From an optimization exercise on the open Yosys and OpenROAD flow, aimed at small area, a short achievable clock period and few clock cycles; shortcuts taken in it are not production practice.
Only simulation tests tie the RTL to the original design; equivalence was not proved.
Power figures rest on the tool's default switching activity, not on a simulated workload.

== try-yarrow ==
==> flow/design.v <==
module weightMemory(
	input clk,
	input zero,
	input WRITE,
	input [2:0] Xloc,
	input [2:0] Yloc,
	input [3:0] weight,
	output [323:0] inc,
	output [323:0] wrap
);
	reg [36*27-1:0] c;
	wire [5:0] xs, ys;
	wire [8:0] ws;
	genvar k;
	generate
		for (k = 0; k < 6; k = k + 1) begin : g_xy
			assign xs[k] = (Xloc == k);
			assign ys[k] = (Yloc == k);
		end
		for (k = 0; k < 9; k = k + 1) begin : g_w
			assign ws[k] = WRITE && (weight == k);
		end
		for (k = 0; k < 324; k = k + 1) begin : g_cnt
			assign inc[k] = ys[k / 54] & xs[(k / 9) % 6] & ws[k % 9];
			wire [2:0] m = c[3*k +: 3] & {3{~zero}};
			wire t1 = inc[k] & m[0];
			wire t2 = t1 & m[1];
			assign wrap[k] = t2 & m[2];
			always @(posedge clk) begin
				c[3*k]     <= m[0] ^ inc[k];
				c[3*k + 1] <= m[1] ^ t1;
				c[3*k + 2] <= m[2] ^ t2;
			end
		end
	endgenerate
endmodule
module pointCal(
	input clk,
	input phC,
	input turn,
	input rst_z,
	input clear,
	input [323:0] incV,
	input [323:0] incH,
	input [323:0] incNE,
	input [323:0] incNW,
	input [323:0] wrapV,
	input [323:0] wrapH,
	input [323:0] wrapNE,
	input [323:0] wrapNW,
	output reg [4:0] XlocClick,
	output reg [4:0] YlocClick
);
	localparam W1 = 0, W2 = 1, W3 = 2, W4 = 3, W5 = 4, t1 = 5, t2 = 6, t3 = 7, T = 8;
	reg [143:0] tot [0:8];
	reg [35:0] cand [0:8];
	reg [8:0] sel;
	wire [8:0] has;
	genvar c, i;
	generate
		for (c = 0; c < 9; c = c + 1) begin : g_cat
			wire [143:0] nxt;
			for (i = 0; i < 36; i = i + 1) begin : g_tot
				wire [3:0] t = {tot[c][108 + i], tot[c][72 + i], tot[c][36 + i], tot[c][i]};
				tot_next u_next(
					.rst_z(rst_z), .clear(clear), .t(t),
					.inc({incNW[i*9+c], incNE[i*9+c], incH[i*9+c], incV[i*9+c]}),
					.wrap({wrapNW[i*9+c], wrapNE[i*9+c], wrapH[i*9+c], wrapV[i*9+c]}),
					.r({nxt[108 + i], nxt[72 + i], nxt[36 + i], nxt[i]}));
			end
			wire [35:0] b3 = tot[c][108 +: 36];
			wire [35:0] b2 = tot[c][72 +: 36];
			wire [35:0] b1 = tot[c][36 +: 36];
			wire [35:0] b0 = tot[c][0 +: 36];
			wire [35:0] p32 = b3 & b2;
			wire e11 = |p32;
			wire e1x = |b3;
			wire ex1 = |b2;
			wire [35:0] k32 = e11 ? p32 : e1x ? b3 : ex1 ? b2 : {36{1'b1}};
			wire [35:0] q1 = k32 & b1;
			wire [35:0] k1 = (|q1) ? q1 : k32;
			assign has[c] = e1x | ex1 | (|b1) | (|b0);
			always @(posedge clk) begin
				tot[c] <= nxt;
				cand[c] <= k1;
			end
		end
	endgenerate
	wire [8:0] pick;
	wire hiW4 = !turn || !has[T];
	wire hiT = turn || !has[W4];
	assign pick[W5] = has[W5];
	assign pick[W4] = has[W4] & !has[W5] & hiW4;
	assign pick[T]  = has[T] & !has[W5] & hiT;
	assign pick[W3] = has[W3] & !(|{has[W5], has[W4], has[T]});
	assign pick[t3] = has[t3] & !(|{has[W5], has[W4], has[T], has[W3]});
	assign pick[W2] = has[W2] & !(|{has[W5], has[W4], has[T], has[W3], has[t3]});
	assign pick[t2] = has[t2] & !(|{has[W5], has[W4], has[T], has[W3], has[t3], has[W2]});
	assign pick[W1] = has[W1] & !(|{has[W5], has[W4], has[T], has[W3], has[t3], has[W2], has[t2]});
	assign pick[t1] = has[t1] & !(|{has[W5], has[W4], has[T], has[W3], has[t3], has[W2], has[t2], has[W1]});
	always @(posedge clk)
		sel <= pick;
	reg [35:0] row, rb0;
	integer q;
	always @(*) begin
		row = 36'd0;
		rb0 = 36'd0;
		for (q = 0; q < 9; q = q + 1) begin
			row = row | (cand[q] & {36{sel[q]}});
			rb0 = rb0 | (tot[q][35:0] & {36{sel[q]}});
		end
	end
	wire [35:0] rq0 = row & rb0;
	reg [2:0] fx0, fy0, fx1, fy1;
	integer yy, xx;
	always @(*) begin
		fx0 = 3'd3;
		fy0 = 3'd3;
		fx1 = 3'd3;
		fy1 = 3'd3;
		for (yy = 5; yy >= 0; yy = yy - 1)
			for (xx = 5; xx >= 0; xx = xx - 1) begin
				if (row[yy*6+xx]) begin
					fx0 = xx[2:0];
					fy0 = yy[2:0];
				end
				if (rq0[yy*6+xx]) begin
					fx1 = xx[2:0];
					fy1 = yy[2:0];
				end
			end
	end
	wire any0 = |rq0;
	wire [2:0] fx = any0 ? fx1 : fx0;
	wire [2:0] fy = any0 ? fy1 : fy0;
	always @(posedge clk) begin
		if (phC) begin
			XlocClick <= {2'b00, fx};
			YlocClick <= {2'b00, fy};
		end
	end
endmodule
module tot_next(
	input rst_z,
	input clear,
	input [3:0] t,
	input [3:0] inc,
	input [3:0] wrap,
	output [3:0] r
);
	wire [3:0] m = t & {4{~rst_z}};
	wire s0 = m[0] ^ inc[0] ^ inc[1];
	wire c0 = (m[0] & inc[0]) | (m[0] & inc[1]) | (inc[0] & inc[1]);
	wire c0b = (s0 & inc[2]) | (s0 & inc[3]) | (inc[2] & inc[3]);
	wire c1 = (m[1] & c0) | (m[1] & c0b) | (c0 & c0b);
	wire c2 = m[2] & c1;
	wire [3:0] u;
	assign u[0] = s0 ^ inc[2] ^ inc[3];
	assign u[1] = m[1] ^ c0 ^ c0b;
	assign u[2] = m[2] ^ c1;
	assign u[3] = m[3] ^ c2 ^ (^wrap);
	assign r = u & {4{~clear}};
endmodule
module c6_eval(
	input clk,
	input rst_n,
	input clear,
	input weV,
	input [4:0] xV,
	input [4:0] yV,
	input [3:0] wV,
	input weH,
	input [4:0] xH,
	input [4:0] yH,
	input [3:0] wH,
	input weNE,
	input [4:0] xNE,
	input [4:0] yNE,
	input [3:0] wNE,
	input weNW,
	input [4:0] xNW,
	input [4:0] yNW,
	input [3:0] wNW,
	input start,
	input turn,
	output reg done,
	output [4:0] xClick,
	output [4:0] yClick
	);
	reg rst_z;
	reg phA, phC;
	always @(posedge clk or negedge rst_n) begin
		if (!rst_n) begin
			rst_z <= 1'b1;
			phA <= 1'b0;
			phC <= 1'b0;
			done <= 1'b0;
		end else begin
			rst_z <= 1'b0;
			phA <= start;
			phC <= phA;
			if (start) done <= 1'b0;
			else if (phC) done <= 1'b1;
		end
	end
	wire zero = clear | rst_z;
	wire [323:0] incV, incH, incNE, incNW, wrapV, wrapH, wrapNE, wrapNW;
	weightMemory Verticle_Data_wM(
		.clk(clk), .zero(zero), .WRITE(weV & ~clear),
		.Xloc(xV[2:0]), .Yloc(yV[2:0]), .weight(wV), .inc(incV), .wrap(wrapV));
	weightMemory Horizontal_Data_wM(
		.clk(clk), .zero(zero), .WRITE(weH & ~clear),
		.Xloc(xH[2:0]), .Yloc(yH[2:0]), .weight(wH), .inc(incH), .wrap(wrapH));
	weightMemory North_East_Data_wM(
		.clk(clk), .zero(zero), .WRITE(weNE & ~clear),
		.Xloc(xNE[2:0]), .Yloc(yNE[2:0]), .weight(wNE), .inc(incNE), .wrap(wrapNE));
	weightMemory North_West_Data_wM(
		.clk(clk), .zero(zero), .WRITE(weNW & ~clear),
		.Xloc(xNW[2:0]), .Yloc(yNW[2:0]), .weight(wNW), .inc(incNW), .wrap(wrapNW));
	pointCal Calculation_Clicking_Point(
		.clk(clk), .phC(phC), .turn(turn), .rst_z(rst_z), .clear(clear),
		.incV(incV), .incH(incH), .incNE(incNE), .incNW(incNW),
		.wrapV(wrapV), .wrapH(wrapH), .wrapNE(wrapNE), .wrapNW(wrapNW),
		.XlocClick(xClick), .YlocClick(yClick));
endmodule
Settings: LEC_CHECK=0, CAP_MARGIN=20, CELL_PAD_IN_SITES_DETAIL_PLACEMENT=0, CELL_PAD_IN_SITES_GLOBAL_PLACEMENT=1, CORE_MARGIN=2, CORE_UTILIZATION=35, CTS_CLUSTER_DIAMETER=60, CTS_CLUSTER_SIZE=20, SETUP_SLACK_MARGIN=5, SLEW_MARGIN=20; clock period 10.0 ns.
run.sh (not shown) runs the stock make flow with config.mk's settings and CLKGATE_MAP_FILE= SYNTH_SCRIPT=/design/flow/synth_recipe.tcl, a recipe that flattens the netlist after the stock synthesis.
try-yarrow -> stages 100% | layout checks FAIL | antenna rules
Testbench counts of try-yarrow, summed over its fixed seeds: cycles 7,376.
Modified inputs, try-pepper compared to try-yarrow
==> flow/flow/run.sh (new file) <==
#!/bin/bash
# The standard layout, with ORFS's timing repair aiming 5.8 ns beyond the
# clock period's setup requirement (the constraints themselves are the standard flow's).
set -euo pipefail
bash standard.sh SETUP_SLACK_MARGIN=5.8 finish > make_finish.log 2>&1
==> flow/standard.sh (new file) <==
#!/bin/bash
# synth_recipe.tcl (not shown) runs the flow's synth.tcl, then flattens the netlist and writes it again
# the make line also repeats each setting of config.mk as NAME=value (left out here)
make -C /OpenROAD-flow-scripts/flow DESIGN_CONFIG=/design/flow/config.mk WORK_HOME=/design/flow/orfs CLKGATE_MAP_FILE= SYNTH_SCRIPT=/design/flow/synth_recipe.tcl "${@:-finish}"
diff --git a/flow/config.mk b/flow/config.mk
--- a/flow/config.mk
+++ b/flow/config.mk
@@ -12,5 +12,2 @@
 export CORE_UTILIZATION = 35
-export CTS_CLUSTER_DIAMETER = 60
-export CTS_CLUSTER_SIZE = 20
-export SETUP_SLACK_MARGIN = 5
 export SLEW_MARGIN = 20
removed: flow/run.sh
--- outcome ---
Every stage of the flow completed for try-pepper, and the final layout passed the timing, DRC and antenna checks.
Utilization after layout on try-pepper is up relative to try-yarrow.
try-pepper against try-yarrow: count of placed standard cells in the final layout, fillers left out moved up; minimum clock period decreased by 770 ps relative to the old numbers; number of nets still failing antenna checks after routing has decreased.
Comparing try-pepper and try-yarrow, setup slack of the critical path after layout is lower on try-yarrow.
Compared with try-yarrow, try-pepper shows final HPWL from detailed placement that has gone up by a few percent.
Share of the clock period used by the worst path is higher on try-yarrow
Relative to try-yarrow, number of buffers inserted during clock tree synthesis has gone up in try-pepper.
Taking try-yarrow as the reference, in try-pepper power after layout +6.0%, data arrival time of the worst path -620 ps, via count picked up an extra 4.6%.

[separate check: timing with driven ports]
Ports are ideal in the flow. The routed layouts listed here were re-timed in OpenROAD.
Step 1 assumes that a clkbuf_16 drives the clock port and a buf_2 every other input.
Step 2, shift: input delay + t, output delay - t, t = (earliest + latest rising clock arrival at the registers) / 2. This alone moves slack from input paths to output paths.
Three values: ideal ports, drivers, drivers and shift; two values: the first two.
| run | shift t [ns] | slack for setup (ns) | hold slack, ns | worst setup path after step 2 |
|---|---|---|---|---|
| try-yarrow | 1.286 | 4.798 / 4.798 / 3.637 | 0.355 / 0.355 / 0.355 | input to register |
| try-pepper | 1.309 | 5.573 / 5.438 / 4.129 | 0.354 / 0.354 / 0.354 | input to register |
The setup slack of try-pepper, which loses most, moves by -0.135 ns with the drivers and by -1.444 ns with both steps.
